Context: an optimization exercise on an open-source flow, tuned for small area. The choices shown serve that exercise and are no tape-out recipe.
Where RTL was checked, it was by simulation tests only, not by an equivalence proof against the original.
The RTL of run 1 was laid out without a check of its function.
Power and IR drop assume default switching activity.

`flow/flow/multi_abc.tcl`:
```
# Technology mapping with area-oriented ABC scripts: &deepsyn with several
# random seeds, and three classic area scripts; the smallest mapped netlist
# is kept.
# Sourced by synth_area.tcl in place of ORFS's single "abc" call, with
# abc_args and lib_args as ORFS's synth.tcl sets them; my_flow_dir is
# set by run.sh.
design -save my_pre_abc
set my_best_area -1
set my_best_seed -1
foreach my_seed {s0 s1 s2 s3 s4 s5 s6 s7 resyn amap map} {
  design -load my_pre_abc
  set my_script [file join $my_flow_dir abc_$my_seed.script]
  log_cmd abc {*}[lreplace $abc_args 1 1 $my_script]
  set my_stat [tee -q -s result.string stat {*}$lib_args]
  if { ![regexp {Chip area for (?:top )?module '[^']*': ([0-9.]+)} $my_stat -> my_area] } {
    error "multi_abc: no area in stat output"
  }
  puts "multi_abc: seed $my_seed area $my_area"
  if { $my_best_area < 0 || $my_area < $my_best_area } {
    set my_best_area $my_area
    set my_best_seed $my_seed
    design -save my_best_abc
  }
}
design -load my_best_abc
puts "multi_abc: kept seed $my_best_seed area $my_best_area"
```
`flow/flow/abc_map.script`:
```
strash
dc2
balance
rewrite
refactor
balance
rewrite
rewrite -z
balance
refactor -z
rewrite -z
balance
dch -f
map -a
```
`flow/flow/abc_resyn.script`:
```
strash
dc2
balance
rewrite
refactor
balance
rewrite
rewrite -z
balance
refactor -z
rewrite -z
balance
dc2
&get -n
&dch -f
&nf -R 1000
&put
```
`flow/flow/abc_deepsyn.script`:
```
strash
&get -n
&deepsyn -S SEED -T 20
&put
&get -n
&dch -f
&nf -R 1000
&put
```
`flow/constraint.sdc`:
```
create_clock -name core_clock -period 10.0 [get_ports {clock}]
set_input_delay 2.0000 -clock core_clock [delete_from_list [all_inputs] [get_ports {clock}]]
set_output_delay 2.0000 -clock core_clock [all_outputs]
set_load 0.01 [all_outputs]
```
`flow/config.mk`:
```
export PLATFORM = sky130hd
export DESIGN_NAME = PongGame_Board1
export DESIGN_NICKNAME = PongGame_Board1
export VERILOG_FILES = /design/flow/design.v
export SDC_FILE = /design/flow/constraint.sdc
export NUM_CORES = 4
export LEC_CHECK = 0
export CAP_MARGIN = 20
export CORE_MARGIN = 2
export CORE_UTILIZATION = 40
export SLEW_MARGIN = 20
```
`flow/design.v`:
```
module M_ticks(input clock, input reset, output pix, output pmove_tick, output bally_tick,
               output ballx_tick, output vga_clk);
    reg [2:0] q8;
    reg [4:0] a25;
    reg [2:0] b5;
    wire a_wrap = a25[4] & a25[3];                           
    wire b_wrap = b5[2];                                     
    assign pix        = ~q8[0];
    assign pmove_tick = a_wrap & ~q8[2] & q8[1] & q8[0];     
    assign bally_tick = a_wrap & b_wrap & ~q8[0];            
    assign ballx_tick = a_wrap & b_wrap & ~q8[1] & q8[0];    
    always @(posedge clock) begin
        if (reset) begin
            q8 <= 3'd0;
            a25 <= 5'd0;
            b5 <= 3'd0;
        end else begin
            q8 <= q8 + 3'd1;
            a25 <= a_wrap ? 5'd0 : a25 + 5'd1;
            if (a_wrap) b5 <= b_wrap ? 3'd0 : b5 + 3'd1;
        end
    end
    assign vga_clk = q8[0];
endmodule
module M_vga(input clock, input reset, input pix, output reg [9:0] h, output reg [9:0] v,
             output reg hs, output reg vs, output inD);
    wire h_end = (h[9] & ~h[8] & h[7] & h[4] & h[3] & h[2] & h[1] & h[0]);      
    wire v_end = (~v[9] & v[8] & v[7] & v[6] & v[5] & v[4] & v[2] & v[1]);      
    wire [9:0] th, tv;
    assign th[0] = pix;
    assign tv[0] = pix & h_end;
    genvar i;
    generate for (i = 1; i < 10; i = i + 1) begin : g
        assign th[i] = th[i-1] & h[i-1];
        assign tv[i] = tv[i-1] & v[i-1];
    end endgenerate
    always @(posedge clock) begin
        if (reset | (pix & h_end)) h <= 10'd895;
        else h <= h ^ th;
        if (reset | (pix & h_end & v_end)) v <= 10'd1001;
        else v <= v ^ tv;
        if (reset) begin
            hs <= 1'b0;
            vs <= 1'b0;
        end else if (pix) begin
            hs <= ((h >= 10'd991) | (h < 10'd768));
            vs <= ((v >= 10'd1003) | (v < 10'd512));
        end
    end
    assign inD = ((h >= 10'd16) & (h < 10'd656)) & ((v >= 10'd12) & (v < 10'd492));
endmodule
module M_bally(input clock, input reset, input gameOver, input yt0, output reg [8:0] by);
    reg yDir;
    wire yt = yt0 & ~gameOver;
    wire yEdge = yDir ? (by[8] & by[7] & by[6] & by[1] & by[0]) : (~by[8] & ~by[7] & ~by[6] & ~by[4] & ~by[3] & ~by[2] & ~by[1]);
    wire [8:0] ty;
    assign ty[0] = yt & ~yEdge;
    genvar gi;
    generate for (gi = 1; gi < 9; gi = gi + 1) begin : g_ty
        assign ty[gi] = ty[gi-1] & (by[gi-1] ^ ~yDir);
    end endgenerate
    always @(posedge clock) begin
        if (reset | gameOver) by <= 9'd242;
        else by <= by ^ ty;
        if (reset) yDir <= 1'b0;
        else if (yt & yEdge) yDir <= ~yDir;
    end
endmodule
module M_ballx(input clock, input reset, input gameOver, input newGame, input inPlay, input ballx_tick,
               input coll, output reg [9:0] bx, output reg xDir, output reg [3:0] s0, output reg [3:0] s1);
    wire xt = ballx_tick & inPlay & ~gameOver;
    wire xEdge = xDir ? (bx[9] & bx[6] & bx[5] & bx[4] & bx[1]) : (~bx[9] & ~bx[8] & ~bx[7] & ~bx[6] & ~bx[4] & ~bx[3] & ~bx[2] & ~bx[1] & ~bx[0]);
    wire [9:0] tx;
    assign tx[0] = xt & ~xEdge;
    genvar gi;
    generate for (gi = 1; gi < 10; gi = gi + 1) begin : g_tx
        assign tx[gi] = tx[gi-1] & (bx[gi-1] ^ ~xDir);
    end endgenerate
    wire miss = xt & xEdge & ~coll;
    wire newG = ballx_tick & newGame;
    always @(posedge clock) begin
        if (reset | gameOver | newG | miss) bx <= 10'd326;
        else bx <= bx ^ tx;
        if (reset) xDir <= 1'b0;
        else if (xt & xEdge & coll) xDir <= ~xDir;
        if (reset | newG) begin
            s0 <= 4'd0;
            s1 <= 4'd0;
        end else if (miss) begin
            if (xDir) s0 <= s0 + 4'd1;
            else s1 <= s1 + 4'd1;
        end
    end
endmodule
module M_paddle(input clock, input rst, input pmove, input [1:0] mv, output reg [8:0] p);
    wire up = ~mv[0];
    wire dn = mv[0] & ~mv[1];
    wire [8:0] t;
    assign t[0] = pmove & (up ? ~(~p[8] & ~p[7] & ~p[6] & ~p[4] & ~p[3] & ~p[2] & ~p[1]) : (dn & ~(p[8] & p[7] & p[2] & p[1] & p[0])));
    genvar gi;
    generate for (gi = 1; gi < 9; gi = gi + 1) begin : g_tp
        assign t[gi] = t[gi-1] & (p[gi-1] ^ up);
    end endgenerate
    always @(posedge clock) begin
        if (rst) p <= 9'd241;
        else p <= p ^ t;
    end
endmodule
module M_sub(input pix, input psel1, input [9:0] h, input [9:0] v, input [9:0] bx, input [8:0] by,
             input [8:0] p0, input [8:0] p1, input xDir, input pcol,
             output in20, output in80, output coll, output xin);
    wire selP1 = pix ? psel1 : xDir;
    wire [8:0] psel = selP1 ? p1 : p0;
    wire [8:0] bsel = (pix & ~pcol) ? by : psel;
    wire [9:0] asel = pix ? v : {1'b0, by};
    wire [9:0] bb = ~{1'b0, bsel};
    wire [10:0] c;
    wire [9:0] d;
    assign c[0] = 1'b1;
    genvar i;
    generate for (i = 0; i < 10; i = i + 1) begin : g
        wire p = asel[i] ^ bb[i];
        assign d[i] = p ^ c[i];
        assign c[i+1] = p ? c[i] : asel[i];
    end endgenerate
    assign in20 = (d < 10'd20);
    assign in80 = (d < 10'd80);
    assign coll = in80 | (d >= 10'd1005);    
    wire [9:0] bb2 = ~bx;
    wire [10:0] c2;
    wire [9:0] dbx;
    assign c2[0] = 1'b1;
    generate for (i = 0; i < 10; i = i + 1) begin : g2
        wire p = h[i] ^ bb2[i];
        assign dbx[i] = p ^ c2[i];
        assign c2[i+1] = p ? c2[i] : h[i];
    end endgenerate
    assign xin = (dbx < 10'd15);
endmodule
module M_text(input [9:0] h, input [9:0] v, output t_common, output t_1, output t_2,
              output inBorder, output pcol);
    wire t_p = ((h[8] & ~h[7] & ~h[6] & ~h[5] & ~h[4] & ~h[3] & ~h[2] & h[1] & ~h[0]) & ((v >= 10'd162) & (v < 10'd242))) | ((h[8] & ~h[7] & ~h[6] & h[5] & ~h[4] & ~h[3] & ~h[2] & ~h[1] & ~h[0]) & ((v >= 10'd162) & (v < 10'd202))) |
               (((~v[8] & v[7] & ~v[6] & v[5] & ~v[4] & ~v[3] & ~v[2] & v[1] & ~v[0]) | (~v[8] & v[7] & v[6] & ~v[5] & ~v[4] & v[3] & ~v[2] & v[1] & ~v[0])) & ((h >= 10'd258) & (h < 10'd288)));
    assign t_1 = (h[8] & ~h[7] & ~h[6] & h[5] & ~h[4] & h[3] & h[2] & h[1] & ~h[0]) & ((v >= 10'd162) & (v < 10'd242));
    assign t_2 = ((h[8] & ~h[7] & ~h[6] & h[5] & ~h[4] & h[3] & h[2] & h[1] & ~h[0]) & ((v >= 10'd202) & (v < 10'd242))) | ((h[8] & ~h[7] & h[6] & ~h[5] & ~h[4] & h[3] & h[2] & ~h[1] & ~h[0]) & ((v >= 10'd162) & (v < 10'd202))) |
               (((~v[8] & v[7] & ~v[6] & v[5] & ~v[4] & ~v[3] & ~v[2] & v[1] & ~v[0]) | (~v[8] & v[7] & v[6] & ~v[5] & ~v[4] & v[3] & ~v[2] & v[1] & ~v[0]) | (~v[8] & v[7] & v[6] & v[5] & v[4] & ~v[3] & ~v[2] & v[1] & ~v[0])) & ((h >= 10'd302) & (h < 10'd332)));
    wire t_w = (((~h[8] & h[7] & h[6] & h[5] & ~h[4] & ~h[3] & ~h[2] & ~h[1] & ~h[0]) | (~h[8] & h[7] & h[6] & h[5] & h[4] & h[3] & h[2] & h[1] & ~h[0])) & ((v >= 10'd262) & (v < 10'd342))) | ((v[8] & ~v[7] & v[6] & ~v[5] & v[4] & ~v[3] & v[2] & v[1] & ~v[0]) & ((h >= 10'd224) & (h < 10'd254))) |
               ((~h[8] & h[7] & h[6] & h[5] & ~h[4] & h[3] & h[2] & h[1] & h[0]) & ((v >= 10'd302) & (v < 10'd342)));
    wire t_i = (h[8] & ~h[7] & ~h[6] & ~h[5] & ~h[4] & h[3] & h[2] & ~h[1] & ~h[0]) & ((v >= 10'd262) & (v < 10'd342));
    wire t_n = (((h[8] & ~h[7] & ~h[6] & h[5] & ~h[4] & ~h[3] & h[2] & ~h[1] & ~h[0]) | (h[8] & ~h[7] & h[6] & ~h[5] & ~h[4] & ~h[3] & ~h[2] & h[1] & ~h[0])) & ((v >= 10'd262) & (v < 10'd342))) | ((v[8] & ~v[7] & ~v[6] & ~v[5] & ~v[4] & ~v[3] & v[2] & v[1] & ~v[0]) & ((h >= 10'd292) & (h < 10'd322)));
    wire t_s = ((h[8] & ~h[7] & h[6] & ~h[5] & h[4] & ~h[3] & ~h[2] & ~h[1] & ~h[0]) & ((v >= 10'd262) & (v < 10'd302))) | ((h[8] & ~h[7] & h[6] & h[5] & ~h[4] & h[3] & h[2] & h[1] & ~h[0]) & ((v >= 10'd302) & (v < 10'd342))) |
               (((v[8] & ~v[7] & ~v[6] & ~v[5] & ~v[4] & ~v[3] & v[2] & v[1] & ~v[0]) | (v[8] & ~v[7] & ~v[6] & v[5] & ~v[4] & v[3] & v[2] & v[1] & ~v[0]) | (v[8] & ~v[7] & v[6] & ~v[5] & v[4] & ~v[3] & v[2] & v[1] & ~v[0])) & ((h >= 10'd336) & (h < 10'd366)));
    assign t_common = t_p | t_w | t_i | t_n | t_s;
    assign inBorder =
        (((~h[9] & ~h[8] & ~h[7] & ~h[6] & ~h[5] & h[4] & h[3] & ~h[2] & h[1] & ~h[0]) | (h[9] & ~h[8] & h[7] & ~h[4] & ~h[3] & h[2] & h[1] & ~h[0])) & ((v >= 10'd32) & (v < 10'd472))) |
        (((~v[8] & ~v[7] & ~v[6] & v[5] & ~v[4] & ~v[3] & ~v[2] & ~v[1] & ~v[0]) | (~v[9] & v[8] & v[7] & v[6] & v[4] & v[3] & ~v[2] & ~v[1] & ~v[0])) & ((h >= 10'd26) & (h < 10'd646)));
    assign pcol = ((h >= 10'd27) & (h < 10'd32)) | ((h >= 10'd641) & (h < 10'd646));
endmodule
module M_out(input clock, input reset, input pix, input inD, input gameOver, input p0_win, input p1_win,
             input [2:0] p0_colour, input [2:0] p1_colour, input psel1, input xin, input in20, input in80,
             input pcol, input t_common, input t_1, input t_2, input inBorder, output reg [2:0] rgb);
    wire ballHit = inD & xin & in20;
    wire padHit = inD & pcol & in80;
    wire anyBox = ballHit | padHit;
    wire [2:0] f0 = p0_colour | {~|p0_colour, 2'b00};     
    wire [2:0] f1 = p1_colour | {~|p1_colour, 2'b00};
    wire [2:0] boxCol = {3{ballHit}} | ({3{padHit}} & (psel1 ? f1 : f0));
    wire winDraw = inD & ((p0_win & (t_common | t_1)) | (p1_win & (t_common | t_2)));
    wire [2:0] winCol = p0_win ? f0 : f1;
    reg [2:0] col;
    reg isBox;
    always @(posedge clock) begin
        if (pix) begin
            col <= {3{inD & inBorder}} | (gameOver ? ({3{winDraw}} & winCol) : boxCol);
            isBox <= ~gameOver & anyBox;
        end else if (gameOver & isBox) begin
            col <= 3'd0;
            isBox <= 1'b0;
        end
    end
    always @(posedge clock) begin
        if (reset) rgb <= 3'd0;
        else if (pix) rgb <= inD ? col : 3'd0;
    end
endmodule
module M_hex(input [3:0] s, output [6:0] hex0, output [9:0] led);
    assign hex0[0] = ~s[3] & ~s[1] & (s[2] ^ s[0]);
    assign hex0[1] = s[2] & (s[1] ^ s[0]);
    assign hex0[2] = ~s[3] & ~s[2] & s[1] & ~s[0];
    assign hex0[3] = (s[0] & ~(s[2] ^ s[1])) | (s[2] & ~s[1] & ~s[0]) | (s[3] & s[1]);
    assign hex0[4] = s[0] | (s[2] & ~s[1]);
    assign hex0[5] = (s[1] & s[0]) | (~s[3] & ~s[2] & (s[1] | s[0]));
    assign hex0[6] = (~s[3] & ~s[2] & ~s[1]) | (s[2] & s[1] & s[0]);
    assign led = {s[3] & s[1], s[3] & (s[1] | s[0]), s[3], s[3] | (s[2] & s[1] & s[0]),
                  s[3] | (s[2] & s[1]), s[3] | (s[2] & (s[1] | s[0])), s[3] | s[2],
                  s[3] | s[2] | (s[1] & s[0]), s[3] | s[2] | s[1], |s};
endmodule
module PongGame_Board1 (
    input clock,
    input reset,             
    input [1:0] p0_move,
    input [1:0] p1_move,
    input [2:0] p0_colour,
    input [2:0] p1_colour,
    input p0_play,
    input p1_play,
    output [6:0] hex0,
    output [6:0] hex5,
    output [6:0] hex4,
    output [9:0] led,
    output [3:0] p1_scoreOut,
    output vga_clk,
    output vga_hs,
    output vga_vs,
    output [7:0] vga_R,
    output [7:0] vga_G,
    output [7:0] vga_B
);
    wire pix, pmove_tick, bally_tick, ballx_tick;
    M_ticks u_ticks(.clock(clock), .reset(reset), .pix(pix), .pmove_tick(pmove_tick),
                    .bally_tick(bally_tick), .ballx_tick(ballx_tick), .vga_clk(vga_clk));
    wire [9:0] h, v;
    wire inD;
    M_vga u_vga(.clock(clock), .reset(reset), .pix(pix), .h(h), .v(v), .hs(vga_hs), .vs(vga_vs), .inD(inD));
    wire [9:0] bx;
    wire [8:0] by, p0, p1;
    wire xDir;
    wire [3:0] s0, s1;
    wire inPlay = p0_play & p1_play;
    wire p0_win = s0[3] & s0[1];         
    wire p1_win = s1[3] & s1[1];
    wire win = p0_win | p1_win;
    wire gameOver = win & inPlay;
    wire newGame = win & ~inPlay;
    wire psel1 = h[9];      
    wire in20, in80, coll, xin, pcol, t_common, t_1, t_2, inBorder;
    M_bally u_bally(.clock(clock), .reset(reset), .gameOver(gameOver), .yt0(bally_tick & inPlay), .by(by));
    M_ballx u_ballx(.clock(clock), .reset(reset), .gameOver(gameOver), .newGame(newGame), .inPlay(inPlay),
                    .ballx_tick(ballx_tick), .coll(coll), .bx(bx), .xDir(xDir), .s0(s0), .s1(s1));
    M_paddle u_p0(.clock(clock), .rst(reset | gameOver), .pmove(pmove_tick & inPlay), .mv(p0_move), .p(p0));
    M_paddle u_p1(.clock(clock), .rst(reset | gameOver), .pmove(pmove_tick & inPlay), .mv(p1_move), .p(p1));
    M_sub u_sub(.pix(pix), .psel1(psel1), .h(h), .v(v), .bx(bx), .by(by), .p0(p0), .p1(p1), .xDir(xDir),
                .pcol(pcol), .in20(in20), .in80(in80), .coll(coll), .xin(xin));
    M_text u_text(.h(h), .v(v), .t_common(t_common), .t_1(t_1), .t_2(t_2), .inBorder(inBorder), .pcol(pcol));
    wire [2:0] rgb;
    M_out u_out(.clock(clock), .reset(reset), .pix(pix), .inD(inD), .gameOver(gameOver), .p0_win(p0_win),
                .p1_win(p1_win), .p0_colour(p0_colour), .p1_colour(p1_colour), .psel1(psel1), .xin(xin),
                .in20(in20), .in80(in80), .pcol(pcol), .t_common(t_common), .t_1(t_1), .t_2(t_2),
                .inBorder(inBorder), .rgb(rgb));
    M_hex u_hex(.s(s0), .hex0(hex0), .led(led));
    assign p1_scoreOut = s1;
    assign hex5 = 7'b0001100;    
    assign hex4 = 7'b1111001;    
    assign vga_R = {8{rgb[2]}};
    assign vga_G = {8{rgb[1]}};
    assign vga_B = {8{rgb[0]}};
endmodule
```
`flow/standard.sh`:
```
#!/bin/bash
# synth_recipe.tcl (not shown) runs the flow's synth.tcl, then flattens the netlist and writes it again
# the make line also repeats each setting of config.mk as NAME=value (left out here)
make -C /OpenROAD-flow-scripts/flow DESIGN_CONFIG=/design/flow/config.mk WORK_HOME=/design/flow/orfs CLKGATE_MAP_FILE= SYNTH_SCRIPT=/design/flow/synth_recipe.tcl "${@:-finish}"
```
`flow/flow/run.sh`:
```
#!/bin/bash
# Layout flow: the standard ORFS flow (standard.sh) with changes that only
# affect how the netlist is mapped and how cells are sized/selected, not the
# design, the constraints or the registers:
#  - synthesis maps logic with area-oriented ABC scripts (flow/abc_*.script,
#    the &deepsyn one with several random seeds), keeping the smallest result
#    (flow/multi_abc.tcl), instead of ORFS's speed script; adders are left to
#    ABC instead of being extracted into half/full-adder cells (ADDER_MAP_FILE
#    empty); everything else in synthesis is unchanged (same synth_recipe.tcl,
#    same registers and names);
#  - port buffers use the smallest buffer cell (buf_1);
#  - the constant outputs share one tie cell per value (no tie-fanout repair);
#  - the clock tree uses clkbuf_8 buffers and no dummy loads.
set -euo pipefail
HERE=$(pwd)
FLOWDIR=$HERE/flow

for s in 0 1 2 3 4 5 6 7; do
    sed "s/SEED/$s/" "$FLOWDIR/abc_deepsyn.script" > "$HERE/abc_s$s.script"
done
for n in resyn amap map; do
    cp "$FLOWDIR/abc_$n.script" "$HERE/abc_$n.script"
done

# ORFS synth.tcl with the ABC call replaced by the multi-seed mapping
sed "s#log_cmd abc {\*}\$abc_args#set my_flow_dir $HERE; source $FLOWDIR/multi_abc.tcl#" \
    "$FLOW_HOME/scripts/synth.tcl" > "$HERE/synth_area.tcl"
grep -q "multi_abc.tcl" "$HERE/synth_area.tcl"
# The standard flow's synthesis script, sourcing the patched synth.tcl
sed "s#\$::env(SCRIPTS_DIR)/synth.tcl#$HERE/synth_area.tcl#" synth_recipe.tcl > "$HERE/synth_recipe_area.tcl"
grep -q "synth_area.tcl" "$HERE/synth_recipe_area.tcl"

bash standard.sh \
    SYNTH_SCRIPT="$HERE/synth_recipe_area.tcl" \
    ADDER_MAP_FILE= \
    SKIP_REPAIR_TIE_FANOUT=1 \
    "BUFFER_PORTS_ARGS=-buffer_cell sky130_fd_sc_hd__buf_1" \
    "CTS_ARGS=-sink_clustering_enable -repair_clock_nets -dont_use_dummy_load -buf_list sky130_fd_sc_hd__clkbuf_8" \
    finish > "$HERE/standard.log" 2>&1
```
`flow/flow/abc_amap.script`:
```
strash
balance
rewrite
refactor
balance
rewrite
rewrite -z
balance
refactor -z
rewrite -z
balance
dch -f
amap
```
==> results of run 1 <==
==> critical path, delay by kind of cell (launching register included) <==
kind                       cells  cell delay, ps
AOI/OAI and AO/OA             10            2420
adders and majority gates      2             800
DFF                            1             490
xor gates and xnor gates       2             460
buffers and inverters          1             140
and+or+nand+nor                9            2360
==> metal layers <==
layer | vias up | wire length [um] | track usage
met3 | 31 | 914 | 0.04793
met4 | 0 | 448 | 0.07759
li1 | 2728 | - | -
met5 | - | 0 | 0
met2 | 175 | 6781 | 0.3301
met1 | 2484 | 6443 | 0.2613
==> cell usage after synthesis (2+ instances only) <==
| master | instances | share of area |
|---|---|---|
| sky130_fd_sc_hd__dfxtp_1 | 83 | 0.30 |
| sky130_fd_sc_hd__nor3_1 | 28 | 0.025 |
| sky130_fd_sc_hd__o311ai_0 | 2 | 0.0032 |
| sky130_fd_sc_hd__a21oi_1 | 68 | 0.062 |
| sky130_fd_sc_hd__or3_1 | 12 | 0.014 |
| sky130_fd_sc_hd__a21o_1 | 3 | 0.0041 |
| sky130_fd_sc_hd__a31oi_1 | 8 | 0.0091 |
| sky130_fd_sc_hd__nor2b_1 | 13 | 0.015 |
| sky130_fd_sc_hd__a41oi_1 | 3 | 0.0048 |
| sky130_fd_sc_hd__o211ai_1 | 11 | 0.015 |
| sky130_fd_sc_hd__o21ai_0 | 63 | 0.057 |
| sky130_fd_sc_hd__o22a_1 | 2 | 0.0032 |
| sky130_fd_sc_hd__edfxtp_1 | 4 | 0.022 |
| sky130_fd_sc_hd__nor2_1 | 100 | 0.068 |
| sky130_fd_sc_hd__buf_4 | 37 | 0.051 |
| sky130_fd_sc_hd__xor2_1 | 22 | 0.035 |
| sky130_fd_sc_hd__clkinv_1 | 20 | 0.014 |
| sky130_fd_sc_hd__a221oi_1 | 2 | 0.0032 |
| sky130_fd_sc_hd__a311oi_1 | 2 | 0.0032 |
| sky130_fd_sc_hd__nand2b_1 | 18 | 0.020 |
| sky130_fd_sc_hd__nor3b_1 | 3 | 0.0041 |
| sky130_fd_sc_hd__and3_1 | 17 | 0.019 |
| sky130_fd_sc_hd__mux2i_1 | 13 | 0.024 |
| sky130_fd_sc_hd__a22o_1 | 4 | 0.0064 |
| sky130_fd_sc_hd__a2111oi_0 | 3 | 0.0048 |
| sky130_fd_sc_hd__maj3_1 | 2 | 0.0036 |
| sky130_fd_sc_hd__nand3_1 | 28 | 0.025 |
| sky130_fd_sc_hd__nor4_1 | 13 | 0.015 |
| sky130_fd_sc_hd__o31ai_1 | 2 | 0.0027 |
| sky130_fd_sc_hd__nand4_1 | 5 | 0.0057 |
| sky130_fd_sc_hd__nor4b_1 | 2 | 0.0032 |
| sky130_fd_sc_hd__o21bai_1 | 5 | 0.0068 |
| sky130_fd_sc_hd__xnor2_1 | 22 | 0.035 |
| sky130_fd_sc_hd__or2_0 | 4 | 0.0046 |
| sky130_fd_sc_hd__nand2_1 | 84 | 0.057 |
| sky130_fd_sc_hd__mux2_1 | 2 | 0.0041 |
| sky130_fd_sc_hd__a211oi_1 | 6 | 0.0082 |
| sky130_fd_sc_hd__o22ai_1 | 8 | 0.0091 |
| sky130_fd_sc_hd__and2_0 | 7 | 0.0080 |
| sky130_fd_sc_hd__conb_1 | 2 | 0.0014 |
==> worst paths after layout <==
| check | end | slack, ps | cells past startpoint |
|---|---|---|---|
| max | u_out.col[2] | 3200 | 24 |
| min | u_out.rgb[0] | 450 | 1 |
| max reg2reg | u_out.col[2] | 3200 | 24 |
| min reg2reg | u_out.rgb[0] | 450 | 1 |
==> power by group <==
group	leakage [uW]	internal [uW]	total, uW	switching [uW]
clock network	0.0000647	80.7	196	115
logic	0.00123	43.0	115	72.2
registers	0.000716	359	385	25.3
==> kinds of logic after synthesis <==
group,synth area share
compound gates,0.2172
xor+xnor,0.07011
fa+ha+maj,0.003642
buf+inv,0.06419
flops,0.3242
mux,0.02777
other cells,0.001366
simple gates,0.2916
==> registers in the layout, summed over array words and instances, names as in the netlist <==
register / cells
u_ballx.xDir: 1
u_p1.p: 9
u_ballx.s0: 4
u_vga.v: 10
u_ticks.a25: 5
u_bally.by: 9
u_out.isBox: 1
u_out.rgb: 3
u_vga.hs: 1
u_ballx.bx: 10
u_ticks.b5: 3
u_ballx.s1: 4
u_vga.vs: 1
u_out.col: 3
u_p0.p: 9
u_vga.h: 10
u_bally.yDir: 1
u_ticks.q8: 3
==> through the flow <==
| step | cell area (um^2) | util | instances | worst slack [ps] |
|---|---|---|---|---|
| 6_report | 5809 | 0.4352 | 957 | 3197 |
| 2_1_floorplan | 5497 | - | 746 | 4391 |
| 3_3_place_gp | 5683 | 0.4258 | 948 | 3656 |
| 4_1_cts | 5807 | 0.4350 | 957 | 3316 |
| 5_1_grt | 5809 | 0.4352 | 957 | 2494 |
| 3_5_place_dp | 5683 | 0.4258 | 948 | 3352 |
==> cell type report <==
| cell class | instances | area (um^2) | share of cell area |
|---|---|---|---|
| tap | 176 | 220.2 | 0.03791 |
| inverter | 20 | 75.07 | 0.01292 |
| multi-input combinational | 602 | 3364 | 0.5792 |
| sequential | 87 | 1782 | 0.3067 |
| clock buffer | 9 | 123.9 | 0.02132 |
| timing repair buffer | 63 | 244.0 | 0.04200 |
==> results_tabular.tex, run 1 <==
\begin{tabular}{lr}
\hline
Metric & Value \\
\hline
\multicolumn{2}{l}{\textbf{Global route}} \\
Leftover overflow at the end of global routing & 0 \\
Largest net degree at the start of global routing & 26 \\
Number of global-route vias before repair & a little under 5000 \\
Antenna violations before repair & 1 \\
Global-route usage over all layers & 0.2033 \\
First-pass GRT wire length & approximately 24000 um \\
\multicolumn{2}{l}{\textbf{Synth}} \\
Portion of the post-synthesis area used by sequential elements & 0.3242 \\
Number of synthesized flops with an enable pin & 4 \\
Cells after synthesis & roughly 750 \\
Synthesized area & roughly 5500 um\^{}2 \\
Proportion of register bits with asynchronous set or reset after synthesis & 0 \\
Number of distinct library cell variants in the gate-level netlist after synthesis & 53 \\
Count of state elements after synthesis & 87 \\
YS warnings & 6 \\
Average footprint of a synthesized cell & about 7.4 um\^{}2 \\
Synthesized Nets & 760 \\
Top FF cell, synth & sky130\_fd\_sc\_hd\_\_dfxtp\_1 \\
\multicolumn{2}{l}{\textbf{Detailed routing}} \\
Number of DRC markers after the initial detailed-route iteration & between 300 and 400 \\
Total Routed Length & around 15000 um \\
Number of optimization iterations in the first detailed-route pass & 5 \\
DRC violations left & 0 \\
Via density per instance & 5.661 \\
Antenna Violating Nets Remaining & 0 \\
Average wire length per cell after detail routing & 15.24 um \\
DR vias & $\sim$5400 \\
\multicolumn{2}{l}{\textbf{Setup path}} \\
Endpoint kind of the worst setup timing path & register \\
Worst setup path startpoint & u\_vga.h[2] \\
Critical path arrival & between 7000 and 8000 ps \\
Worst r2r src & u\_vga.h[2] \\
Type of element launching the critical path & register \\
Slowest cell delay on critical path & 600 ps \\
Worst path cell trace & or3\_1 -> a31oi\_1 -> nand2\_1 -> nand2\_1 -> o22ai\_1 -> a31oi\_1 -> xor2\_1 -> nand2\_1 -> nor2\_1 -> a211oi\_1 -> maj3\_1 -> maj3\_1 -> nand2b\_1 -> a211oi\_1 -> nor2\_1 -> xnor2\_1 -> a221oi\_1 -> o21ai\_0 -> a31oi\_1 -> nor4b\_1 -> clkinv\_1 -> o22ai\_1 -> o21ai\_0 -> nand3\_1 \\
Worst Setup Path Type & register to register \\
Endpoint required time on the critical path & 10240 ps \\
Library cell contributing the largest single delay on the critical path & sky130\_fd\_sc\_hd\_\_nor4b\_1 \\
Critical path fanouts, max & 17 \\
\multicolumn{2}{l}{\textbf{Timing}} \\
Final hold slack & between 400 and 500 ps \\
Minimum period implied by the final worst setup slack & about 6800 ps \\
Fmax & about 150 MHz \\
Total Negative Setup Slacks & 0 ps \\
Number of hold-slack violations in the final timing report & 0 \\
Max Slew Vio Count & 0 \\
RSZ-0062 raised after global routing & no \\
Pin slew with the least headroom to its limit & 970.9 ps \\
Period Utilization, post-route & 0.6803 \\
Max-Slew Margin vs Limit & 0.3528 \\
Setup Skew & slightly below 40 ps \\
Number of setup violations in the final report & 0 \\
\multicolumn{2}{l}{\textbf{Clocking}} \\
Master cell of the clock root buffer & sky130\_fd\_sc\_hd\_\_clkbuf\_8 \\
CTS H-Tree Depth & 3 \\
\# resized after CTS & 0 \\
Clock-pin slew of the registers on the worst-case setup and hold paths & 100 ps \\
Post-CTS Setup Inserts & 0 \\
Total clock buffers created by CTS & 9 \\
Hold buffer count at CTS & 0 \\
CTS tree & done \\
Clock tree buffer depth & 2 \\
CTS Sinks & 87 \\
Clock insertion delay at the later pin of the skew report & between 300 and 400 ps \\
\multicolumn{2}{l}{\textbf{Die}} \\
Placeable core region & 13350 um\^{}2 \\
Die width & between 100 and 150 um \\
Top-level I/O count & between 70 and 80 \\
Initial Utilization & 0.4118 \\
Die Height & between 100 and 150 um \\
Total die area & between 10000 and 15000 um\^{}2 \\
\# rows & 42 \\
\multicolumn{2}{l}{\textbf{Finish}} \\
Count of antenna diodes in the layout & 0 \\
Net count reported at finish & roughly 800 \\
Most common cell after layout, fill and taps aside & sky130\_fd\_sc\_hd\_\_nor2\_1 \\
Signed area change from the synthesized netlist to the final layout & 5.691\% \\
Commonest non-fill, non-tap cells in the layout & sky130\_fd\_sc\_hd\_\_nor2\_1 (99), sky130\_fd\_sc\_hd\_\_nand2\_1 (84), sky130\_fd\_sc\_hd\_\_dfxtp\_1 (83), sky130\_fd\_sc\_hd\_\_a21oi\_1 (68), sky130\_fd\_sc\_hd\_\_o21ai\_0 (63) \\
Layout cells sized above 1 & 0.01536 \\
Filler instances & between 1000 and 1500 \\
\multicolumn{2}{l}{\textbf{Worst hold path}} \\
Class of the tightest hold or removal check & register to register \\
HP Start & u\_out.col[0] \\
\multicolumn{2}{l}{\textbf{Status}} \\
Result of the run & timing/DRC/antenna clean \\
\multicolumn{2}{l}{\textbf{Power}} \\
Pwr per Cell Area & about 120 nW/um\^{}2 \\
Static leakage & between 0.002 and 0.0025 uW \\
Peak supply drop & about 0.089 mV \\
Power consumption & approximately 700 uW \\
\multicolumn{2}{l}{\textbf{Job}} \\
Max-cap violations & 0 \\
\multicolumn{2}{l}{\textbf{Placed design}} \\
Number of port buffers & around 60 \\
Final RePlAce weighted congestion & 0.8590 \\
Detailed placer's ending HPWL & about 11000 um \\
\hline
\end{tabular}
==> inputs of run 2 (changes only) <==
--- a/flow/design.v
+++ b/flow/design.v
@@ -161,18 +161,18 @@
              input pcol, input t_common, input t_1, input t_2, input inBorder, output reg [2:0] rgb);
     wire ballHit = inD & xin & in20;
     wire padHit = inD & pcol & in80;
-    wire anyBox = ballHit | padHit;
-    wire [2:0] f0 = p0_colour | {~|p0_colour, 2'b00};     
-    wire [2:0] f1 = p1_colour | {~|p1_colour, 2'b00};
-    wire [2:0] boxCol = {3{ballHit}} | ({3{padHit}} & (psel1 ? f1 : f0));
     wire winDraw = inD & ((p0_win & (t_common | t_1)) | (p1_win & (t_common | t_2)));
-    wire [2:0] winCol = p0_win ? f0 : f1;
+    wire useP1 = gameOver ? ~p0_win : psel1;
+    wire [2:0] pc = useP1 ? p1_colour : p0_colour;
+    wire [2:0] f = pc | {~|pc, 2'b00};                   
+    wire white = (inD & inBorder) | (~gameOver & ballHit);
+    wire coloured = gameOver ? winDraw : padHit;
     reg [2:0] col;
     reg isBox;
     always @(posedge clock) begin
         if (pix) begin
-            col <= {3{inD & inBorder}} | (gameOver ? ({3{winDraw}} & winCol) : boxCol);
-            isBox <= ~gameOver & anyBox;
+            col <= {3{white}} | ({3{coloured}} & f);
+            isBox <= ~gameOver & (ballHit | padHit);
         end else if (gameOver & isBox) begin
             col <= 3'd0;
             isBox <= 1'b0;
--- a/flow/flow/run.sh
+++ b/flow/flow/run.sh
@@ -2,9 +2,9 @@
 # Layout flow: the standard ORFS flow (standard.sh) with changes that only
 # affect how the netlist is mapped and how cells are sized/selected, not the
 # design, the constraints or the registers:
-#  - synthesis maps logic with area-oriented ABC scripts (flow/abc_*.script,
-#    the &deepsyn one with several random seeds), keeping the smallest result
-#    (flow/multi_abc.tcl), instead of ORFS's speed script; adders are left to
+#  - synthesis maps logic with an area-oriented ABC script
+#    (flow/abc_deepsyn.script) run with several random seeds, keeping the
+#    smallest result (flow/multi_abc.tcl), instead of ORFS's speed script; adders are left to
 #    ABC instead of being extracted into half/full-adder cells (ADDER_MAP_FILE
 #    empty); everything else in synthesis is unchanged (same synth_recipe.tcl,
 #    same registers and names);
@@ -15,11 +15,8 @@
 HERE=$(pwd)
 FLOWDIR=$HERE/flow
 
-for s in 0 1 2 3 4 5 6 7; do
+for s in 0 1 2 3 4 5 6 7 8 9; do
     sed "s/SEED/$s/" "$FLOWDIR/abc_deepsyn.script" > "$HERE/abc_s$s.script"
-done
-for n in resyn amap map; do
-    cp "$FLOWDIR/abc_$n.script" "$HERE/abc_$n.script"
 done
 
 # ORFS synth.tcl with the ABC call replaced by the multi-seed mapping
--- a/flow/flow/multi_abc.tcl
+++ b/flow/flow/multi_abc.tcl
@@ -1,13 +1,13 @@
-# Technology mapping with area-oriented ABC scripts: &deepsyn with several
-# random seeds, and three classic area scripts; the smallest mapped netlist
-# is kept.
+# Technology mapping with an area-oriented ABC script (flow/abc_deepsyn.script),
+# run with several random seeds of ABC's &deepsyn; the smallest mapped
+# netlist is kept.
 # Sourced by synth_area.tcl in place of ORFS's single "abc" call, with
 # abc_args and lib_args as ORFS's synth.tcl sets them; my_flow_dir is
 # set by run.sh.
 design -save my_pre_abc
 set my_best_area -1
 set my_best_seed -1
-foreach my_seed {s0 s1 s2 s3 s4 s5 s6 s7 resyn amap map} {
+foreach my_seed {s0 s1 s2 s3 s4 s5 s6 s7 s8 s9} {
   design -load my_pre_abc
   set my_script [file join $my_flow_dir abc_$my_seed.script]
   log_cmd abc {*}[lreplace $abc_args 1 1 $my_script]
removed: flow/flow/abc_amap.script
removed: flow/flow/abc_map.script
removed: flow/flow/abc_resyn.script
==> run 2 against run 1 <==
Still clean. Utilization rose by 0.16 points. Critical path depth unchanged. Register-to-register slack improved by 660 ps. Clock-buffer cell count is the same. Setup slack better by 660 ps. Non-clock buffer count up 2. Fmax increased by 11%. Clock skew down 14 ps. Cell count down 2.1%. Clock power about the same. Via count down 4.5%. Power is 0.43% higher.
==> results_tabular.tex, run 2 <==
\begin{tabular}{lr}
\hline
Metric & Value \\
\hline
\multicolumn{2}{l}{\textbf{Timing}} \\
Max Slew Vio Count & 0 \\
Pin slew with the least headroom to its limit & approximately 1100 ps \\
Period Utilization, post-route & 0.6146 \\
Fmax & about 160 MHz \\
Max-Slew Margin vs Limit & 0.2923 \\
RSZ-0062 raised after global routing & no \\
Number of hold-slack violations in the final timing report & 0 \\
Setup Skew & around 26 ps \\
Minimum period implied by the final worst setup slack & around 6100 ps \\
Total Negative Setup Slacks & 0 ps \\
Number of setup violations in the final report & 0 \\
Final setup slack of the worst path & roughly 3900 ps \\
\multicolumn{2}{l}{\textbf{Global route}} \\
First-pass GRT wire length & 23030 um \\
Largest net degree at the start of global routing & 24 \\
Number of global-route vias before repair & approximately 4700 \\
Antenna violations before repair & 0 \\
Global-route usage over all layers & 0.1951 \\
Leftover overflow at the end of global routing & 0 \\
\multicolumn{2}{l}{\textbf{Detailed routing}} \\
Average wire length per cell after detail routing & 14.95 um \\
Number of optimization iterations in the first detailed-route pass & 7 \\
Number of DRC markers after the initial detailed-route iteration & 359 \\
DR vias & 5172 \\
Total Routed Length & 14010 um \\
Antenna Violating Nets Remaining & 0 \\
Via density per instance & about 5.5 \\
DRC violations left & 0 \\
\multicolumn{2}{l}{\textbf{Clocking}} \\
Total clock buffers created by CTS & 9 \\
Clock insertion delay at the later pin of the skew report & between 300 and 400 ps \\
\# resized after CTS & 0 \\
CTS H-Tree Depth & 3 \\
Clock tree buffer depth & 2 \\
CTS tree & done \\
Hold buffer count at CTS & 0 \\
Post-CTS Setup Inserts & 0 \\
Clock-pin slew of the registers on the worst-case setup and hold paths & 80 ps \\
CTS Sinks & 87 \\
Master cell of the clock root buffer & sky130\_fd\_sc\_hd\_\_clkbuf\_8 \\
\multicolumn{2}{l}{\textbf{Placed design}} \\
Post-place setup slack & 3671 ps \\
Number of port buffers & between 60 and 70 \\
Detailed placer's ending HPWL & roughly 10000 um \\
Final RePlAce weighted congestion & just over 0.9 \\
Placed cell area & about 5700 um\^{}2 \\
\multicolumn{2}{l}{\textbf{Synth}} \\
Portion of the post-synthesis area used by sequential elements & 0.3253 \\
Cell taking the most area after synthesis & sky130\_fd\_sc\_hd\_\_dfxtp\_1 \\
Cell types occupying the most area after synthesis & sky130\_fd\_sc\_hd\_\_dfxtp\_1 (30\%), sky130\_fd\_sc\_hd\_\_nor2\_1 (7.1\%), sky130\_fd\_sc\_hd\_\_xnor2\_1 (5.6\%), sky130\_fd\_sc\_hd\_\_o21ai\_0 (5.5\%), sky130\_fd\_sc\_hd\_\_a21oi\_1 (5.3\%) \\
Most repeated cell in the gate-level netlist after synthesis & sky130\_fd\_sc\_hd\_\_nor2\_1 \\
Adder-cell area share of the yosys netlist & 0.007311 \\
Cells after synthesis & 724 \\
Number of distinct library cell variants in the gate-level netlist after synthesis & between 50 and 60 \\
Most numerous cell types in the synthesized netlist & sky130\_fd\_sc\_hd\_\_nor2\_1 (104), sky130\_fd\_sc\_hd\_\_dfxtp\_1 (83), sky130\_fd\_sc\_hd\_\_nand2\_1 (64) \\
Post-synthesis compound-gate area fraction & 0.1887 \\
Synthesized Nets & between 700 and 800 \\
Xor/xnor share of the synthesized area & 0.09596 \\
Largest family of logic cells by synthesized area & simple AND/OR/NAND/NOR gates \\
Simple-gate share of the synthesized area & 0.2824 \\
Top FF cell, synth & sky130\_fd\_sc\_hd\_\_dfxtp\_1 \\
Mux contribution to synthesized area & 0.03724 \\
Synthesized area & between 5000 and 6000 um\^{}2 \\
Count of state elements after synthesis & 87 \\
YS warnings & 6 \\
Proportion of register bits with asynchronous set or reset after synthesis & 0 \\
Average footprint of a synthesized cell & between 7 and 8 um\^{}2 \\
Portion of synthesized cell area occupied by the leading cell type & 0.3034 \\
Number of synthesized flops with an enable pin & 4 \\
\multicolumn{2}{l}{\textbf{Setup path}} \\
Combined buffer and inverter count along the critical path & 1 \\
Type of element launching the critical path & register \\
Cell class contributing the biggest share of worst-path delay & compound AO/OA/AOI/OAI gates \\
Worst setup path startpoint & u\_vga.h[2] \\
Critical path arrival & $\sim$6400 ps \\
Worst path cell trace & o21ai\_0 -> nor3\_1 -> a21oi\_1 -> nor2b\_1 -> buf\_4 -> o21ai\_0 -> nand2\_1 -> maj3\_1 -> maj3\_1 -> o21ai\_0 -> maj3\_1 -> xor2\_1 -> o22ai\_1 -> xor2\_1 -> xor2\_1 -> o21a\_1 -> maj3\_1 -> nor2\_1 -> nand4bb\_1 -> o31ai\_1 -> nor2\_1 -> nor3\_1 -> o21ai\_0 -> a21o\_1 \\
CP Depth & 24 \\
Slowest cell delay on critical path & 670 ps \\
Endpoint kind of the worst setup timing path & register \\
Library cell contributing the largest single delay on the critical path & sky130\_fd\_sc\_hd\_\_dfxtp\_1 \\
Critical path fanouts, max & 17 \\
Endpoint required time on the critical path & between 10000 and 15000 ps \\
Worst Setup Path Type & register to register \\
Worst r2r src & u\_vga.h[2] \\
R2r worst-path depth & 24 \\
Slack of the worst reg-to-reg path & $\sim$3900 ps \\
\multicolumn{2}{l}{\textbf{Worst hold path}} \\
Class of the tightest hold or removal check & register to register \\
Hold-critical path depth & 1 \\
HP Start & u\_out.col[0] \\
\multicolumn{2}{l}{\textbf{Die}} \\
Die Height & about 120 um \\
Die width & 121.0 um \\
Initial Utilization & 0.4119 \\
Total die area & approximately 15000 um\^{}2 \\
Top-level I/O count & 76 \\
Placeable core region & between 10000 and 15000 um\^{}2 \\
\# rows & 42 \\
\multicolumn{2}{l}{\textbf{Power}} \\
Static leakage & about 0.0021 uW \\
Power consumption & roughly 700 uW \\
Peak supply drop & 0.07740 mV \\
Pwr per Cell Area & approximately 120 nW/um\^{}2 \\
\multicolumn{2}{l}{\textbf{Job}} \\
Max-cap violations & 0 \\
\multicolumn{2}{l}{\textbf{Finish}} \\
Largest registers ranked by flip-flop count & u\_ballx.bx (10), u\_vga.h (10), u\_vga.v (10) \\
Layout cells sized above 1 & 0.01971 \\
Count of antenna diodes in the layout & 0 \\
Net count reported at finish & roughly 800 \\
Filler instances & between 1000 and 1500 \\
Most common cell after layout, fill and taps aside & sky130\_fd\_sc\_hd\_\_nor2\_1 \\
Area of all placed cells without fillers & around 5800 um\^{}2 \\
Signed area change from the synthesized netlist to the final layout & 6.054\% \\
Commonest non-fill, non-tap cells in the layout & sky130\_fd\_sc\_hd\_\_nor2\_1 (103), sky130\_fd\_sc\_hd\_\_dfxtp\_1 (83), sky130\_fd\_sc\_hd\_\_nand2\_1 (64), sky130\_fd\_sc\_hd\_\_buf\_1 (61), sky130\_fd\_sc\_hd\_\_o21ai\_0 (60) \\
\multicolumn{2}{l}{\textbf{Status}} \\
Result of the run & timing/DRC/antenna clean \\
\hline
\end{tabular}
## run 2: changes by cell type in the layout (fill, tap and decap cells not counted), moves of 5 or more
cell                       previous run  this run
sky130_fd_sc_hd__a211oi_1             6         0
sky130_fd_sc_hd__a21oi_1             68        58
sky130_fd_sc_hd__and2_0               7        12
sky130_fd_sc_hd__nand2_1             84        64
sky130_fd_sc_hd__nand2b_1            18        13
sky130_fd_sc_hd__nor3_1              28        40
sky130_fd_sc_hd__o211ai_1            11         2
sky130_fd_sc_hd__xnor2_1             22        35
## run 2: path summary, 6_finish.rpt
kind                   end
max          u_ballx.bx[8]
min           u_out.rgb[0]
max reg2reg  u_ballx.bx[8]
min reg2reg   u_out.rgb[0]
## run 2: final cells by class
cell class | instances | area (um^2) | area share
Tap cell | 176 | 220.2 | 0.03791
Sequential cell | 87 | 1782 | 0.3068
Clock buffer | 9 | 123.9 | 0.02133
Multi-Input combinational cell | 584 | 3363 | 0.5791
Timing Repair Buffer | 65 | 259.0 | 0.04459
Inverter | 16 | 60.06 | 0.01034
## run 2: logic make-up after synthesis
kind of cell	after synthesis
mux	20
other cells	2
fa+ha+maj	4
compound gates	174
flops	87
buf+inv	53
xor+xnor	60
simple gates	324
## run 2: metal layers
layer  wire (um)  share of wire  vias to the layer above  global-route usage
li1            -              -                     2616                   -
met1        6383           0.46                     2407              0.2548
met2        6674           0.48                      125              0.3209
met3         609          0.043                       24             0.03900
met4         342          0.024                        0             0.06613
met5           0              0                        -                   0
## run 2: power by group
group	switching (uW)	leakage, uW	total, uW	internal (uW)
Sequential	23.6	0.000716	382	358
Combinational	74.2	0.00128	124	49.8
Clock	112	0.0000647	193	80.6
## run 2: worst register-to-register path, delay by kind of cell (launching register included)
| kind | cells | cell delay (ps) |
|---|---|---|
| XOR/XNOR | 3 | 770 |
| AO/OA/AOI/OAI | 9 | 1930 |
| buffers and inverters | 1 | 190 |
| AND/OR/NAND/NOR | 7 | 1180 |
| flip-flops | 1 | 670 |
| adder cells (fa/ha/maj) | 4 | 1280 |
## run 2: stage by stage
| step | util | cells | hold slack (ps) |
|---|---|---|---|
| 2_1_floorplan | - | 724 | 433.0 |
| 3_3_place_gp | 0.4271 | 928 | 441.7 |
| 3_5_place_dp | 0.4273 | 928 | 454.6 |
| 4_1_cts | 0.4366 | 937 | 473.0 |
| 5_1_grt | 0.4369 | 937 | 503.0 |
| 6_report | 0.4369 | 937 | 470.5 |
==> inputs of run 3 (changes only) <==
--- a/flow/flow/run.sh
+++ b/flow/flow/run.sh
@@ -15,7 +15,7 @@
 HERE=$(pwd)
 FLOWDIR=$HERE/flow
 
-for s in 0 1 2 3 4 5 6 7 8 9; do
+for s in $(seq 0 19); do
     sed "s/SEED/$s/" "$FLOWDIR/abc_deepsyn.script" > "$HERE/abc_s$s.script"
 done
 
--- a/flow/flow/multi_abc.tcl
+++ b/flow/flow/multi_abc.tcl
@@ -7,7 +7,7 @@
 design -save my_pre_abc
 set my_best_area -1
 set my_best_seed -1
-foreach my_seed {s0 s1 s2 s3 s4 s5 s6 s7 s8 s9} {
+foreach my_seed {s0 s1 s2 s3 s4 s5 s6 s7 s8 s9 s10 s11 s12 s13 s14 s15 s16 s17 s18 s19} {
   design -load my_pre_abc
   set my_script [file join $my_flow_dir abc_$my_seed.script]
   log_cmd abc {*}[lreplace $abc_args 1 1 $my_script]
==> run 3 against run 2 <==
Largest power group unchanged. Utilization fell by 0.18 points. Hold slack improved by 2.2 ps. Cell count decreased by 0.32%. Die area about the same. Highest routed layer unchanged. Global-route usage is 0.60 points higher. Critical path type unchanged. Register-to-register slack got worse by 480 ps. Critical endpoint is now u_out.col[1].
==> results_tabular.tex, run 3 <==
\begin{tabular}{lr}
\hline
Metric & Value \\
\hline
\multicolumn{2}{l}{\textbf{Status}} \\
Result of the run & timing/DRC/antenna clean \\
\multicolumn{2}{l}{\textbf{Synth}} \\
Most numerous cell types in the synthesized netlist & sky130\_fd\_sc\_hd\_\_nor2\_1 (93), sky130\_fd\_sc\_hd\_\_dfxtp\_1 (83), sky130\_fd\_sc\_hd\_\_nand2\_1 (72) \\
Mux contribution to synthesized area & 0.01669 \\
Average footprint of a synthesized cell & between 7 and 8 um\^{}2 \\
YS warnings & 6 \\
Synthesized Nets & between 700 and 800 \\
Top FF cell, synth & sky130\_fd\_sc\_hd\_\_dfxtp\_1 \\
Cell taking the most area after synthesis & sky130\_fd\_sc\_hd\_\_dfxtp\_1 \\
Portion of synthesized cell area occupied by the leading cell type & 0.3035 \\
Cells after synthesis & 723 \\
Synthesized area & 5474 um\^{}2 \\
Most repeated cell in the gate-level netlist after synthesis & sky130\_fd\_sc\_hd\_\_nor2\_1 \\
Post-synthesis compound-gate area fraction & 0.2062 \\
Adder-cell area share of the yosys netlist & 0.005486 \\
Number of distinct library cell variants in the gate-level netlist after synthesis & slightly below 60 \\
Number of synthesized flops with an enable pin & 4 \\
Portion of the post-synthesis area used by sequential elements & 0.3255 \\
Count of state elements after synthesis & 87 \\
Proportion of register bits with asynchronous set or reset after synthesis & 0 \\
Largest family of logic cells by synthesized area & simple AND/OR/NAND/NOR gates \\
Xor/xnor share of the synthesized area & 0.08800 \\
Simple-gate share of the synthesized area & 0.2992 \\
Cell types occupying the most area after synthesis & sky130\_fd\_sc\_hd\_\_dfxtp\_1 (30\%), sky130\_fd\_sc\_hd\_\_nor2\_1 (6.4\%), sky130\_fd\_sc\_hd\_\_a21oi\_1 (5.8\%), sky130\_fd\_sc\_hd\_\_buf\_4 (5.1\%), sky130\_fd\_sc\_hd\_\_nand2\_1 (4.9\%) \\
\multicolumn{2}{l}{\textbf{Setup path}} \\
R2r worst-path depth & 26 \\
Slowest cell delay on critical path & 690 ps \\
Worst setup path startpoint & u\_vga.h[6] \\
Cell class contributing the biggest share of worst-path delay & compound AO/OA/AOI/OAI gates \\
Library cell contributing the largest single delay on the critical path & sky130\_fd\_sc\_hd\_\_dfxtp\_1 \\
Endpoint required time on the critical path & around 10000 ps \\
Slack of the worst reg-to-reg path & around 3400 ps \\
Critical path fanouts, max & 16 \\
Type of element launching the critical path & register \\
Combined buffer and inverter count along the critical path & 0 \\
Worst r2r src & u\_vga.h[6] \\
Worst Setup Path Type & register to register \\
Reg-to-Reg End & u\_out.col[1] \\
Critical path arrival & $\sim$6700 ps \\
Endpoint kind of the worst setup timing path & register \\
\multicolumn{2}{l}{\textbf{Detailed routing}} \\
Average wire length per cell after detail routing & $\sim$15 um \\
Antenna Violating Nets Remaining & 0 \\
DR vias & around 5300 \\
Number of DRC markers after the initial detailed-route iteration & approximately 450 \\
DRC violations left & 0 \\
Total Routed Length & 14330 um \\
Number of optimization iterations in the first detailed-route pass & 5 \\
Via density per instance & about 5.6 \\
\multicolumn{2}{l}{\textbf{Finish}} \\
Net count reported at finish & a little under 800 \\
Filler instances & $\sim$1400 \\
Most common cell after layout, fill and taps aside & sky130\_fd\_sc\_hd\_\_nor2\_1 \\
Signed area change from the synthesized netlist to the final layout & 5.669\% \\
Commonest non-fill, non-tap cells in the layout & sky130\_fd\_sc\_hd\_\_nor2\_1 (93), sky130\_fd\_sc\_hd\_\_dfxtp\_1 (83), sky130\_fd\_sc\_hd\_\_nand2\_1 (72), sky130\_fd\_sc\_hd\_\_a21oi\_1 (63), sky130\_fd\_sc\_hd\_\_buf\_1 (61) \\
Largest registers ranked by flip-flop count & u\_ballx.bx (10), u\_vga.h (10), u\_vga.v (10) \\
Layout cells sized above 1 & 0.01451 \\
Final core utilization & 0.4351 \\
Count of antenna diodes in the layout & 0 \\
\multicolumn{2}{l}{\textbf{Worst hold path}} \\
Hold endpoint & u\_ticks.a25[0] \\
HP Start & u\_ticks.a25[0] \\
Class of the tightest hold or removal check & register to register \\
Hold-critical path depth & 1 \\
\multicolumn{2}{l}{\textbf{Timing}} \\
Number of setup violations in the final report & 0 \\
Max Slew Vio Count & 0 \\
Final setup slack of the worst path & $\sim$3400 ps \\
Max-Slew Margin vs Limit & 0.3295 \\
Number of hold-slack violations in the final timing report & 0 \\
Fmax & 150.9 MHz \\
Total Negative Setup Slacks & 0 ps \\
Pin slew with the least headroom to its limit & 1006 ps \\
Minimum period implied by the final worst setup slack & around 6600 ps \\
RSZ-0062 raised after global routing & no \\
Period Utilization, post-route & 0.6627 \\
Setup Skew & 16.89 ps \\
\multicolumn{2}{l}{\textbf{Clocking}} \\
Clock-pin slew of the registers on the worst-case setup and hold paths & approximately 80 ps \\
Clock insertion delay at the later pin of the skew report & $\sim$380 ps \\
Master cell of the clock root buffer & sky130\_fd\_sc\_hd\_\_clkbuf\_8 \\
Post-CTS Setup Inserts & 0 \\
Total clock buffers created by CTS & 9 \\
\# resized after CTS & 0 \\
Clock tree buffer depth & 2 \\
CTS tree & done \\
CTS Sinks & a little under 90 \\
CTS H-Tree Depth & 3 \\
Hold buffer count at CTS & 0 \\
\multicolumn{2}{l}{\textbf{Placed design}} \\
Detailed placer's ending HPWL & 10640 um \\
Post-place setup slack & 3473 ps \\
Number of port buffers & 61 \\
Final RePlAce weighted congestion & approximately 0.9 \\
\multicolumn{2}{l}{\textbf{Global route}} \\
Largest net degree at the start of global routing & 24 \\
First-pass GRT wire length & approximately 24000 um \\
Antenna violations before repair & 0 \\
Global-route usage over all layers & 0.2011 \\
Number of global-route vias before repair & $\sim$4800 \\
Leftover overflow at the end of global routing & 0 \\
\multicolumn{2}{l}{\textbf{Power}} \\
P\_int & 486.5 uW \\
Switching share of power & 0.3005 \\
Pwr per Cell Area & 120.2 nW/um\^{}2 \\
Part of the power in the clock network & 0.277 \\
Switching component of the power & roughly 210 uW \\
Part of the total power dissipated in combinational logic & 0.165 \\
Sequential share of power & 0.558 \\
Static leakage & roughly 0.0019 uW \\
Peak supply drop & around 0.065 mV \\
\multicolumn{2}{l}{\textbf{Die}} \\
Initial Utilization & 0.4117 \\
Top-level I/O count & 76 \\
Die width & about 120 um \\
\# rows & 42 \\
Total die area & roughly 15000 um\^{}2 \\
Die Height & 121.0 um \\
Placeable core region & about 13000 um\^{}2 \\
\multicolumn{2}{l}{\textbf{Job}} \\
Max-cap violations & 0 \\
\hline
\end{tabular}
==> run 3: cell count changes in the layout (fill, tap and decap cells not counted), sizes merged, moves of 6 or more <==
cell,previous run,this run
o21ai,60,48
nand2b,13,32
clkinv,16,10
nor3,40,30
nor2,104,93
mux2i,17,8
nand2,64,72
and3,19,10
a21o,7,1
a222oi,0,6
nor2b,9,21
a31oi,4,11
==> run 3: cell type report <==
class | count | area, um^2 | area share
tap | 176 | 220.2 | 0.03807
clock buffer | 9 | 123.9 | 0.02141
inverter | 10 | 37.54 | 0.006489
sequential | 87 | 1782 | 0.3080
multi-input combinational | 589 | 3377 | 0.5838
timing repair buffer | 63 | 244.0 | 0.04218
==> run 3: power groups by stage <==
stage	logic, uW	clock network (uW)	registers (uW)
after floorplan	90.2	0	389
after global placement	112	0	394
after detailed placement	114	0	395
after CTS	114	199	387
after global routing	127	210	391
final	115	193	388
==> run 3: metrics by stage <==
stage / total power, uW / std cells / hold WS [ps] / cell area (um^2)
2_1_floorplan: 478.8 / 723 / 433.0 / 5474
3_3_place_gp: 506.6 / 925 / 445.3 / 5660
3_5_place_dp: 509.1 / 925 / 457.2 / 5660
4_1_cts: 700.5 / 934 / 477.6 / 5784
5_1_grt: 728.4 / 934 / 508.7 / 5784
6_report: 695.5 / 934 / 472.7 / 5784
==> run 3: logic make-up after synthesis <==
group,after synthesis
multiplexers,9
flip-flops,87
buffers and inverters,47
XOR/XNOR,55
adder cells (fa/ha/maj),3
AO/OA/AOI/OAI,183
AND/OR/NAND/NOR,337
other,2
==> run 3: worst max-delay path by stage <==
stage                              end  slack (ps)  depth (start not counted)
after floorplan           u_out.col[0]        4540                         26
after global placement    u_out.col[0]        3830                         26
after detailed placement  u_out.col[1]        3470                         26
after CTS                 u_out.col[1]        3430                         26
after global routing      u_out.col[1]        2650                         26
final                     u_out.col[1]        3370                         26
==> run 3: per-layer routing <==
metal  track usage  vias to the layer above  share of wire
li1              -                     2637              -
met1        0.2726                     2466           0.46
met2        0.3216                      135           0.47
met3       0.03712                       25          0.051
met4       0.06686                        0          0.018
met5             0                        -              0
==> run 3: worst reg2reg max path: stages, from the launching register on <==
cell	delay, ps
sky130_fd_sc_hd__dfxtp_1	690
sky130_fd_sc_hd__or2_0	230
sky130_fd_sc_hd__or4_1	170
sky130_fd_sc_hd__nor3_1	70
sky130_fd_sc_hd__a31oi_1	250
sky130_fd_sc_hd__nor2b_1	670
sky130_fd_sc_hd__or2_0	270
sky130_fd_sc_hd__o22ai_1	120
sky130_fd_sc_hd__a2111oi_0	470
sky130_fd_sc_hd__maj3_1	270
sky130_fd_sc_hd__nand2b_1	80
sky130_fd_sc_hd__and2_0	190
sky130_fd_sc_hd__maj3_1	390
sky130_fd_sc_hd__o21ai_0	320
sky130_fd_sc_hd__maj3_1	280
sky130_fd_sc_hd__xor2_1	220
sky130_fd_sc_hd__o211ai_1	160
sky130_fd_sc_hd__o21a_1	210
sky130_fd_sc_hd__nor2_1	170
sky130_fd_sc_hd__nor2_1	70
sky130_fd_sc_hd__o21ai_0	70
sky130_fd_sc_hd__a21oi_1	80
sky130_fd_sc_hd__nand2_1	140
sky130_fd_sc_hd__nor4_1	70
sky130_fd_sc_hd__a31oi_1	260
sky130_fd_sc_hd__nor2_1	110
sky130_fd_sc_hd__a221o_1	360

-- afterwards: timing with drivers on the ports --
In the flow no input, the clock included, has a driving cell. The finished layouts below were timed again as built, in two steps. Step 1 sets driving cells, clkbuf_16 on the clock port and buf_2 on the other inputs (assumed; they add their load-dependent delay and slew). Step 2 also shifts input and output timing later by t, the mid clock arrival at the registers, as if the neighbouring blocks saw the same clock. Three values: ideal ports, drivers, drivers and shift; two values: the first two.
run | shift t [ns] | setup slack, ns | hold slack, ns | worst setup path after step 2 | worst register clock-pin slew, ns
run 1 | 0.400 | 3.197 / 3.197 / 3.197 | 0.448 / 0.448 / 0.448 | register to register | 0.10 / 0.10
run 2 | 0.397 | 3.854 / 3.854 / 3.854 | 0.470 / 0.470 / 0.470 | register to register | 0.09 / 0.09
run 3 | 0.401 | 3.373 / 3.373 / 3.373 | 0.473 / 0.473 / 0.473 | register to register | 0.08 / 0.08
After both steps every run listed still meets setup and hold.
